This design comes from an exercise in tuning for small area and a short achievable clock period on the open sky130 flow, not from production work. In this exercise RTL edits were held to simulation tests only and were not proved equivalent to the original.

==> flow/design.v (outline; a module is shown in full before it is edited, if it fits) <==
// module sm_lane: 60 lines
// module sub_module16: 2832 lines
module sub_module16(
  input clk,rst,en,
  input signed [7:0] data1,data2,data3,data4,data5,data6,data7,data8,
  input signed [4:0] addr1,addr2,addr3,addr4,addr5,addr6,addr7,addr8,
  output signed [10:0] out1,out1_2,out1_3,out1_4,out1_5,out1_6,out1_7,out1_8,
  output signed [10:0] out2,out2_2,out2_3,out2_4,out2_5,out2_6,out2_7,out2_8,
  output signed [11:0] sum_out1,sum_out2,sum_out3,sum_out4,sum_out5,sum_out6,sum_out7,sum_out8,
  output signed [12:0] final_sum1,final_sum2,final_sum3,final_sum4,final_sum5,final_sum6,final_sum7,final_sum8,
  output signed [13:0] partial_sum14,partial_sum14_1,partial_sum14_2,partial_sum14_3,
  output signed [14:0] partial_sum15,partial_sum15_1,
  output signed [15:0] partial_sum16
);
  // ...
==> flow/run.sh <==
#!/bin/bash
# synth_recipe.tcl (not shown) runs the flow's synth.tcl, then flattens the netlist and writes it again
# the make line also repeats each setting of config.mk as NAME=value (left out here)
make -C /OpenROAD-flow-scripts/flow DESIGN_CONFIG=/design/flow/config.mk WORK_HOME=/design/flow/orfs CLKGATE_MAP_FILE= SYNTH_SCRIPT=/design/flow/synth_recipe.tcl finish
==> flow/config.mk <==
export PLATFORM = sky130hd
export DESIGN_NAME = sub_module16
export DESIGN_NICKNAME = sub_module16
export VERILOG_FILES = /design/flow/design.v
export SDC_FILE = /design/flow/constraint.sdc
export NUM_CORES = 4
export LEC_CHECK = 0
export CAP_MARGIN = 20
export CORE_MARGIN = 2
export CORE_UTILIZATION = 50
export GPL_TIMING_DRIVEN = 0
export PLACE_DENSITY = 0.65
export SETUP_SLACK_MARGIN = 2
export SLEW_MARGIN = 20
==> flow/constraint.sdc <==
create_clock -name core_clock -period 13.0 [get_ports {clk}]
set_input_delay 2.6000 -clock core_clock [delete_from_list [all_inputs] [get_ports {clk}]]
set_output_delay 2.6000 -clock core_clock [all_outputs]
set_load 0.01 [all_outputs]
==> impl_metrics.tcl, run 1 <==
set metrics [dict create \
    layout-drive-gt1-share_pct 34.1 \
    dr.first_iter.drc_count 2832 \
    clk_pin_slew_ns 0.07 \
    worstHoldStart "rst" \
    postCtsHoldBufs 0 \
    dr.pass1.iters 6 \
    post_cts_buffers 225 \
    seq_area_frac_synth_pct 8.32 \
    seq_share_pct 5.27 \
    vias 28200 \
    ant_nets 0 \
    nMultiInputCombCells 2347 \
    synth-xor-area-share_pct 12.6 \
    place_congestion 1.00 \
    grt_util_met1_pct 48.1 \
    regArea_um2 1920 \
    ios 585 \
    crit_buf_inv 6 \
    die_h_um 219 \
    netlist_instances 3001 \
    layout.nets 4301 \
    min_to "l4.d[2]" \
    critical_path_class "in2out" \
    run_status "timing/DRC/antenna clean" \
]
==> run 2: changes to the inputs <==
==> flow/flow/run.sh (new file) <==
#!/bin/bash
# The standard ORFS layout (standard.sh, unchanged synthesis) with two changes
# before global placement:
#  - the buffers that synthesis left in the netlist are removed, as the
#    standard flow does only when timing-driven placement is on;
#  - every port gets a sky130_fd_sc_hd__buf_1 as its buffer rather than the
#    larger cell buffer_ports picks by default (the resizer may still upsize it).
# make's whole output goes to standard.log; ORFS keeps each step's log under orfs/logs.
set -euo pipefail
work=$(pwd)
export PRE_GLOBAL_PLACE_TCL="$work/flow/pre_global_place.tcl"
export BUFFER_PORTS_ARGS="-buffer_cell sky130_fd_sc_hd__buf_1"
bash standard.sh > "$work/standard.log" 2>&1
==> flow/flow/pre_global_place.tcl (new file) <==
# Sourced by ORFS's global_place.tcl before it buffers the ports.
remove_buffers
==> flow/standard.sh (new file) <==
#!/bin/bash
# synth_recipe.tcl (not shown) runs the flow's synth.tcl, then flattens the netlist and writes it again
# the make line also repeats each setting of config.mk as NAME=value (left out here)
make -C /OpenROAD-flow-scripts/flow DESIGN_CONFIG=/design/flow/config.mk WORK_HOME=/design/flow/orfs CLKGATE_MAP_FILE= SYNTH_SCRIPT=/design/flow/synth_recipe.tcl "${@:-finish}"
--- a/flow/config.mk
+++ b/flow/config.mk
@@ -10,5 +10,5 @@
 export CORE_UTILIZATION = 50
 export GPL_TIMING_DRIVEN = 0
 export PLACE_DENSITY = 0.65
-export SETUP_SLACK_MARGIN = 2
+export SETUP_SLACK_MARGIN = 3
 export SLEW_MARGIN = 20
removed: flow/run.sh
==> run 2 against run 1 <==
  * Sequential share of layout area rose by 0.76 points
  * Still clean
  * Global-route usage fell by 6.8 points
  * Highest routed layer is now met4
  * Maximum frequency rose by 4.2%
  * Routed wire length fell by 14%
  * Worst setup slack improved by 0.49 ns
  * Worst hold slack got worse by 0.29 ns
  * Design area fell by 13%
  * Cell count fell by 8.9%
  * Largest cell class unchanged
==> impl_metrics.tcl, run 2 <==
set metrics [dict create \
    run_status "timing/DRC/antenna clean" \
    ys.flop_type "edfxtp_1" \
    rows 78 \
    crit_arrival_ns 9.27 \
    antenna_found_initial 0 \
    rsz0062_at_grt "true" \
    area_growth_pct 38.1 \
    placed_cell_area_um2 23900 \
    netlist_instances 3001 \
    setup_viol 0 \
    critPathMaxStageDelay_ns 0.59 \
    n_antenna_cell 0 \
    clockBufferDepth 2 \
    vias 25300 \
    hold_violations 0 \
    synth_top_area_share_pct 12.9 \
    synth_top_cells_by_count "buf_4, ha_1, nor2_1" \
    cts_tree "built" \
    dp_cells 3751 \
    start_kind "input port" \
    seq_area_frac_synth_pct 8.32 \
    synthesis.area_um2 23100 \
    yosys-top-cells-area "ha_1, buf_4, edfxtp_1" \
    cts_max_level 3 \
    dr.first_iter.drc_count 1809 \
    io_buffers 576 \
    stdcell_count 4089 \
    vias_per_cell 6.19 \
    finalWirelength_mm 94.6 \
    grt_pass1_wl_mm 134 \
    relSlewSlack_pct 36.6 \
    gr-usage-all-layers_pct 36.0 \
    synth_most_common_cell "buf_4" \
    yosysWarnings 1 \
    drc 0 \
    most-common-layout-cells "buf_1, buf_4, nand2_1" \
    cts_root_buffer "clkbuf_16" \
    grt_pass1_vias 23400 \
    dr.pass1.iters 6 \
    die_w_um 219 \
    num-fill-cells 3609 \
    ant_nets 0 \
    worst_pin_slew_ns 0.942 \
    hold_class "in2reg" \
    core-area_um2 45500 \
    async_flop_share_pct 0 \
    cts_sinks 64 \
    post-route-period-util_pct 91.3 \
    ys_ff_latch 64 \
    synthDistinctLibCells 87 \
    endpoint_kind "primary output" \
    start_util_pct 50.8 \
    die_h_um 219 \
    path_max_fanout 7 \
    synth_largest_area_cell "ha_1" \
    grt-ovfl-total 0 \
    layout.nets 3909 \
    finalMaxSlewViolations 0 \
    critical_path_class "in2out" \
    required_ns 10.40 \
    cts_buffers 9 \
    hpwl_mm 70.2 \
    layout-drive-gt1-share_pct 31.9 \
    grt_max_degree 44 \
    postCtsHoldBufs 0 \
    final_common_cell "buf_1" \
    wl_per_cell_um 23.1 \
    final.min_clock_period_ns 11.87 \
    place_congestion 0.984 \
    crit_top_cell "ha_4" \
    max_freq_mhz 84.2 \
    ios 585 \
    syn_area_per_cell_um2 7.69 \
    clk_pin_slew_ns 0.06 \
    stdcell_area_um2 31900 \
    die-area_um2 47900 \
    synth-edff-count 64 \
    slowest_stage "fa_1" \
    cap_violations 0 \
]
[run 2: changes by cell type in the layout (fill, tap and decap cells not counted), sizes merged]
| cell | delta |
|---|---|
| inv | -1 |
| clkdlybuf4s15 | -3 |
| bufinv | -1 |
| clkbuf | -77 |
| clkinv | -3 |
| bufbuf | +4 |
| dlygate4sd2 | -2 |
| diode | -6 |
| buf | +216 |
| clkdlybuf4s50 | -521 |
| dlymetal6s2s | -5 |
[run 2: path summary, 6_finish.rpt]
| kind | startpoint | endpoint | slack (ns) | cells past startpoint |
|---|---|---|---|---|
| max | addr6[4] | partial_sum16[14] | 1.13 | 34 |
| min | data1[1] | l1.d[1] | 2.37 | 1 |
[run 2: cells by family (layout without fill, tap and decap cells)]
logic type	after synthesis	count (layout)	synth area share, %
compound gates	838	838	25.2
simple gates	835	835	18.2
buf+inv	597	1078	15.0
xor+xnor	329	329	12.6
fa+ha+maj	319	319	19.8
flops	64	64	8.32
mux	18	18	0.829
other cells	1	8	0.0162
[run 2: metal layers]
metal,track usage [%],part of all wire (%),vias to the layer above
met4,17.0,5.5,0
met1,44.0,38,12400
met2,61.1,48,1249
met5,0,0,-
li1,-,-,11400
met3,6.61,8.4,264
[run 2: per-stage QoR]
| stage | hold slack [ns] | setup slack, ns | util [%] | TNS, ns |
|---|---|---|---|---|
| floorplan | 2.70 | 1.37 | - | 0 |
| global placement | 2.77 | -6.20 | 52.2 | -548.32 |
| detailed placement | 2.77 | -0.883 | 52.4 | -3.49 |
| CTS | 2.35 | 1.32 | 62.8 | 0 |
| global route | 2.37 | 0.887 | 70.1 | 0 |
| finish | 2.37 | 1.13 | 70.1 | 0 |
[run 2: critical path: cells and delay by family]
family | cells | cell delay, ns
compound gates | 12 | 2.24
xor+xnor | 3 | 0.66
fa+ha+maj | 5 | 1.57
buf+inv | 5 | 0.70
simple gates | 9 | 1.49
[run 2: area by class of cell]
cell class                      count  area (um^2)  share of cell area (%)
Sequential cell                    64         1920                    6.03
Multi-Input combinational cell   2347        22800                    71.4
Inverter                          159          607                    1.90
Tap cell                          600          751                    2.36
Clock inverter                      2         7.51                  0.0236
Timing Repair Buffer              904         5590                    17.5
Clock buffer                       13          240                   0.754
[run 2: what timing repair did]
item                                    in CTS  in global routing
setup buffers                              185                130
cloned                                       4                  4
gates resized for setup                    549                473
pin swaps                                  168                215
endpoints found under the setup margin      81                 51
==> run 3: changes to the inputs <==
--- a/flow/config.mk
+++ b/flow/config.mk
@@ -10,5 +10,5 @@
 export CORE_UTILIZATION = 50
 export GPL_TIMING_DRIVEN = 0
 export PLACE_DENSITY = 0.65
-export SETUP_SLACK_MARGIN = 3
+export SETUP_SLACK_MARGIN = 1.5
 export SLEW_MARGIN = 20
==> run 3 against run 2 <==
  * Still clean
  * Synthesized area unchanged
  * Critical path depth is 4 lower
  * Count of clock-buffer cells in the layout fell by 4
  * Design area decreased by 12%
  * Die area unchanged
  * Worst setup slack lost 0.14 ns
  * Cell count fell by 3.7%
  * Maximum frequency decreased by 1.1%
==> impl_metrics.tcl, run 3 <==
set metrics [dict create \
    hold_class "in2reg" \
    slowest_stage "fa_1" \
    relSlewSlack_pct 26.6 \
    worst_pin_slew_ns 1.09 \
    wl_per_cell_um 22.3 \
    yosys-top-cells-area "ha_1, buf_4, edfxtp_1" \
    synth_most_common_cell "buf_4" \
    most-common-layout-cells "buf_1, nand2_1, nor2_1" \
    synth_largest_area_cell "ha_1" \
    critical_path_class "in2out" \
    hold_violations 0 \
    fin_hold_ws_ns 2.37 \
    rows 78 \
    finalWirelength_mm 87.8 \
    vias 24100 \
    netlist_instances 3001 \
    required_ns 10.40 \
    gr-usage-all-layers_pct 34.9 \
    critPathLaunch "addr6[0]" \
    ios 585 \
    synthesis.area_um2 23100 \
    yosysWarnings 1 \
    path_max_fanout 12 \
    clockBufferDepth 2 \
    grt_pass1_wl_mm 130 \
    cts_buffers 9 \
    layout.nets 3754 \
    dr.first_iter.drc_count 1972 \
    clk_pin_slew_ns 0.07 \
    rsz0062_at_grt "true" \
    io_buffers 576 \
    die-area_um2 47900 \
    start_kind "input port" \
    cts_tree "built" \
    core-area_um2 45500 \
    grt-ovfl-total 0 \
    grt_max_degree 46 \
    async_flop_share_pct 0 \
    critPathMaxStageDelay_ns 0.52 \
    crit_arrival_ns 9.41 \
    cts_root_buffer "clkbuf_16" \
    place_congestion 0.976 \
    area_growth_pct 21.3 \
    run_status "timing/DRC/antenna clean" \
    synth_top_area_share_pct 12.9 \
    setup_viol 0 \
    syn_area_per_cell_um2 7.69 \
    dr.pass1.iters 8 \
    stdcell_count 3936 \
    hpwl_mm 69.5 \
    vias_per_cell 6.11 \
    die_w_um 219 \
    die_h_um 219 \
    multi_input_area_um2 20600 \
    cap_violations 0 \
    ant_nets 0 \
    final.min_clock_period_ns 12.01 \
    seq_area_frac_synth_pct 8.32 \
    layout-drive-gt1-share_pct 20.9 \
    synth_top_cells_by_count "buf_4, ha_1, nor2_1" \
    max_freq_mhz 83.3 \
    ys.flop_type "edfxtp_1" \
    drc 0 \
    num-fill-cells 4036 \
    dp_cells 3751 \
    ys_ff_latch 64 \
    synth-edff-count 64 \
    endpoint_kind "primary output" \
    finalMaxSlewViolations 0 \
    cts_max_level 3 \
    whs_path_depth 1 \
    grt_pass1_vias 23000 \
    post-route-period-util_pct 92.4 \
    regArea_um2 1920 \
    antenna_found_initial 0 \
    final_common_cell "buf_1" \
    start_util_pct 50.8 \
    cts_sinks 64 \
    cp-endpoint "partial_sum16[14]" \
    synthDistinctLibCells 87 \
]
## run 3: cell counts after synthesis
Identical to the previous run, type by type.
## run 3: worst min-delay path by stage
stage / from / slack, ns / to
after floorplan: data1[0] / 2.70 / l1.d[0]
after global placement: data3[6] / 2.77 / l3.d[6]
after detailed placement: data2[4] / 2.77 / l2.d[4]
after CTS: data2[4] / 2.35 / l2.d[4]
after global routing: data7[2] / 2.37 / l7.d[2]
final: data2[4] / 2.37 / l2.d[4]
## run 3: cells by family after synthesis
kind of cell | Yosys count | share of synthesized area (%)
AOI/OAI and AO/OA | 838 | 25.2
and+or+nand+nor | 835 | 18.2
muxes | 18 | 0.829
xor gates and xnor gates | 329 | 12.6
DFF | 64 | 8.32
other | 1 | 0.0162
adders and majority gates | 319 | 19.8
buffers and inverters | 597 | 15.0
## run 3: through the flow
stage               TNS [ns]  utilization (%)  worst slack [ns]  instance area, um^2
floorplan                  0                -              1.34                23300
global placement     -482.56             51.4             -5.75                23400
detailed placement     -2.12             51.6            -0.707                23500
CTS                        0             60.7              1.29                27600
global route               0             61.6             0.785                28000
finish                     0             61.6             0.991                28000
## run 3: area by class of cell
cell class	count	area share, %
clock inverter	7	0.290
sequential	64	6.86
inverter	159	2.14
antenna	1	0.00894
tap	600	2.68
timing repair buffer	749	13.5
multi-input combinational	2347	73.7
clock buffer	9	0.804
## run 3: metal layers
metal,vias up,wire (um),global-route usage [%]
li1,11100,-,-
met3,261,6800,6.33
met1,11600,34000,41.7
met5,-,0,0
met4,0,5620,19.0
met2,1135,41400,59.3
## run 3: worst max-delay path: cells and delay by family
kind | cells | cell delay (ns)
compound gates | 11 | 2.78
fa+ha+maj | 5 | 1.77
xor+xnor | 4 | 0.86
simple gates | 6 | 0.85
buf+inv | 4 | 0.55
## run 3: repair_timing
action / 4_1_cts / 5_1_grt
endpoints found under the setup margin: 33 / 12
gates resized for setup: 526 / 49
hold buffers: 0 / 0
buffers inserted: 153 / 14
pin swaps: 180 / 44
cloned: 1 / 0
==> run 4: changes to the inputs <==
--- a/flow/config.mk
+++ b/flow/config.mk
@@ -10,5 +10,4 @@
 export CORE_UTILIZATION = 50
 export GPL_TIMING_DRIVEN = 0
 export PLACE_DENSITY = 0.65
-export SETUP_SLACK_MARGIN = 1.5
 export SLEW_MARGIN = 20
==> run 4 against run 3 <==
  * Non-clock buffer count is 139 lower
  * Cell count is 3.5% lower
  * Global-route usage is 2.2 points lower
  * Count of clock-buffer cells in the layout stayed put
  * Worst hold slack hardly changed
  * Utilization is 7.5 points lower
  * Critical path depth stayed put
  * Critical path type unchanged
  * Via count is 3.4% lower
  * Maximum frequency is 5.6% lower
==> impl_metrics.tcl, run 4 <==
set metrics [dict create \
    finalWirelength_mm 82.3 \
    cts_tree "built" \
    most-common-layout-cells "buf_1, ha_1, nor2_1" \
    synth-xor-area-share_pct 12.6 \
    core-area_um2 45500 \
    final_common_cell "buf_1" \
    place_congestion 0.980 \
    rows 78 \
    dr.pass1.iters 8 \
    layout.nets 3615 \
    ant_nets 0 \
    seq_area_frac_synth_pct 8.32 \
    die_h_um 219 \
    io_buffers 576 \
    synth_fa_ha_area_share_pct 19.8 \
    hpwl_mm 68.8 \
    fin_hold_ws_ns 2.37 \
    cts_buffers 9 \
    utilization_pct 54.1 \
    clk_pin_slew_ns 0.07 \
    die_w_um 219 \
    endpoint_kind "primary output" \
    synth_largest_area_cell "ha_1" \
    grt-ovfl-total 0 \
    crit_buf_inv 3 \
    synth_top_family_by_area "compound AO/OA/AOI/OAI gates" \
    layout-drive-gt1-share_pct 8.17 \
    drc 0 \
    synth-simple-area-share_pct 18.2 \
    grt_pass1_vias 21700 \
    synth-edff-count 64 \
    vias_per_cell 6.12 \
    hold_class "in2reg" \
    critPathMaxStageDelay_ns 0.63 \
    synthDistinctLibCells 87 \
    max_freq_mhz 78.6 \
    crit_top_cell "ha_1" \
    cts_root_buffer "clkbuf_16" \
    required_ns 10.40 \
    ys.flop_type "edfxtp_1" \
    synth_mux_area_share_pct 0.829 \
    area_growth_pct 6.55 \
    relSlewSlack_pct 22.3 \
    wl_per_cell_um 21.7 \
    grt_max_degree 48 \
    setup_viol 0 \
    ios 585 \
    synthesis.area_um2 23100 \
    run_status "timing/DRC/antenna clean" \
    post-route-period-util_pct 97.9 \
    clockBufferDepth 2 \
    finalMaxSlewViolations 0 \
    start_kind "input port" \
    slowest_stage "xor2_1" \
    cap_violations 0 \
    yosys-top-cells-area "ha_1, buf_4, edfxtp_1" \
    path_delay_family "compound AO/OA/AOI/OAI gates" \
    worst_pin_slew_ns 1.15 \
    critical_path_class "in2out" \
    stdcell_area_um2 24600 \
    synth_top_cells_by_count "buf_4, ha_1, nor2_1" \
    yosysWarnings 1 \
    crit_arrival_ns 10.12 \
    synth-compound-area-share_pct 25.2 \
    antenna_found_initial 2 \
    synth_most_common_cell "buf_4" \
    placed_cell_area_um2 23300 \
    vias 23200 \
    cts_max_level 3 \
    totalNegativeSetupSlack_ns 0 \
    netlist_instances 3001 \
    grt_pass1_wl_mm 122 \
    start_util_pct 50.8 \
    syn_area_per_cell_um2 7.69 \
    ys_ff_latch 64 \
    async_flop_share_pct 0 \
    gr-usage-all-layers_pct 32.7 \
    hold_violations 0 \
    dr.first_iter.drc_count 1882 \
    synth_top_area_share_pct 12.9 \
    final.min_clock_period_ns 12.72 \
    cts_sinks 64 \
    path_max_fanout 15 \
    die-area_um2 47900 \
]
[run 4: metrics by stage]
step | worst slack [ns] | instances
6_report | 0.275 | 3799
5_1_grt | -0.0516 | 3798
4_1_cts | 0.0119 | 3771
3_5_place_dp | -0.953 | 3753
3_3_place_gp | -6.24 | 3746
2_1_floorplan | 0.840 | 3008
[run 4: final timing paths]
| path | depth (start not counted) | from | end |
|---|---|---|---|
| hold / removal | 1 | data7[1] | l7.d[1] |
| setup / recovery | 30 | addr4[4] | partial_sum16[13] |
[run 4: what timing repair did]
action / in CTS / in global routing
hold buffers: 0 / 0
gates resized for setup: 54 / 114
setup buffers: 2 / 25
setup endpoints to repair: 5 / 6
pin swaps: 1 / 25
[run 4: cell type report]
class	count	area (um^2)
diodes	3	7.51
clock buffers	9	225
clock inverters	7	118
fillers	4506	20900
inverters	159	601
multi-input cells	2347	18400
flip-flops and latches	64	1920
well taps	600	751
repair buffers	610	2530
[run 4: metal layers]
metal / wire (um) / share of wire [%] / GRT usage, % / up-vias
met5: 0 / 0 / 0 / -
met4: 5130 / 6.2 / 18.6 / 0
li1: - / - / - / 10900
met1: 33100 / 40 / 40.1 / 11100
met3: 5910 / 7.2 / 5.20 / 227
met2: 38200 / 46 / 54.3 / 1046
[run 4: cell families after synthesis]
family,after synthesis
xor gates and xnor gates,329
DFF,64
buffers and inverters,597
adders and majority gates,319
other,1
AOI/OAI and AO/OA,838
and+or+nand+nor,835
muxes,18

-- afterwards: timing with drivers on the ports --
Ports are ideal in the flow. The routed layouts listed here were re-timed in OpenROAD. Step 1 assumes that a clkbuf_16 drives the clock port and a buf_2 every other input. Step 2, shift: input delay + t, output delay - t, t = (earliest + latest rising clock arrival at the registers) / 2. This alone moves slack from input paths to output paths. Slacks: no drivers / after step 1 / after step 2; pairs: no drivers / after step 1.
run	shift t [ns]	setup slack, ns	worst setup path at the end	slew at the worst register clock pin (ns)
run 1	0.456	0.636 / 0.566 / 0.566	input to output	0.07 / 0.07
run 2	0.454	1.129 / 1.016 / 1.016	input to output	0.06 / 0.06
run 3	0.443	0.991 / 0.900 / 0.900	input to output	0.07 / 0.07
run 4	0.446	0.275 / 0.253 / 0.253	input to output	0.07 / 0.07
After both steps setup and hold are still met in every run listed. For run 2, which loses most, drivers alone change the setup slack by -0.113 ns; drivers and shift together by -0.113 ns.
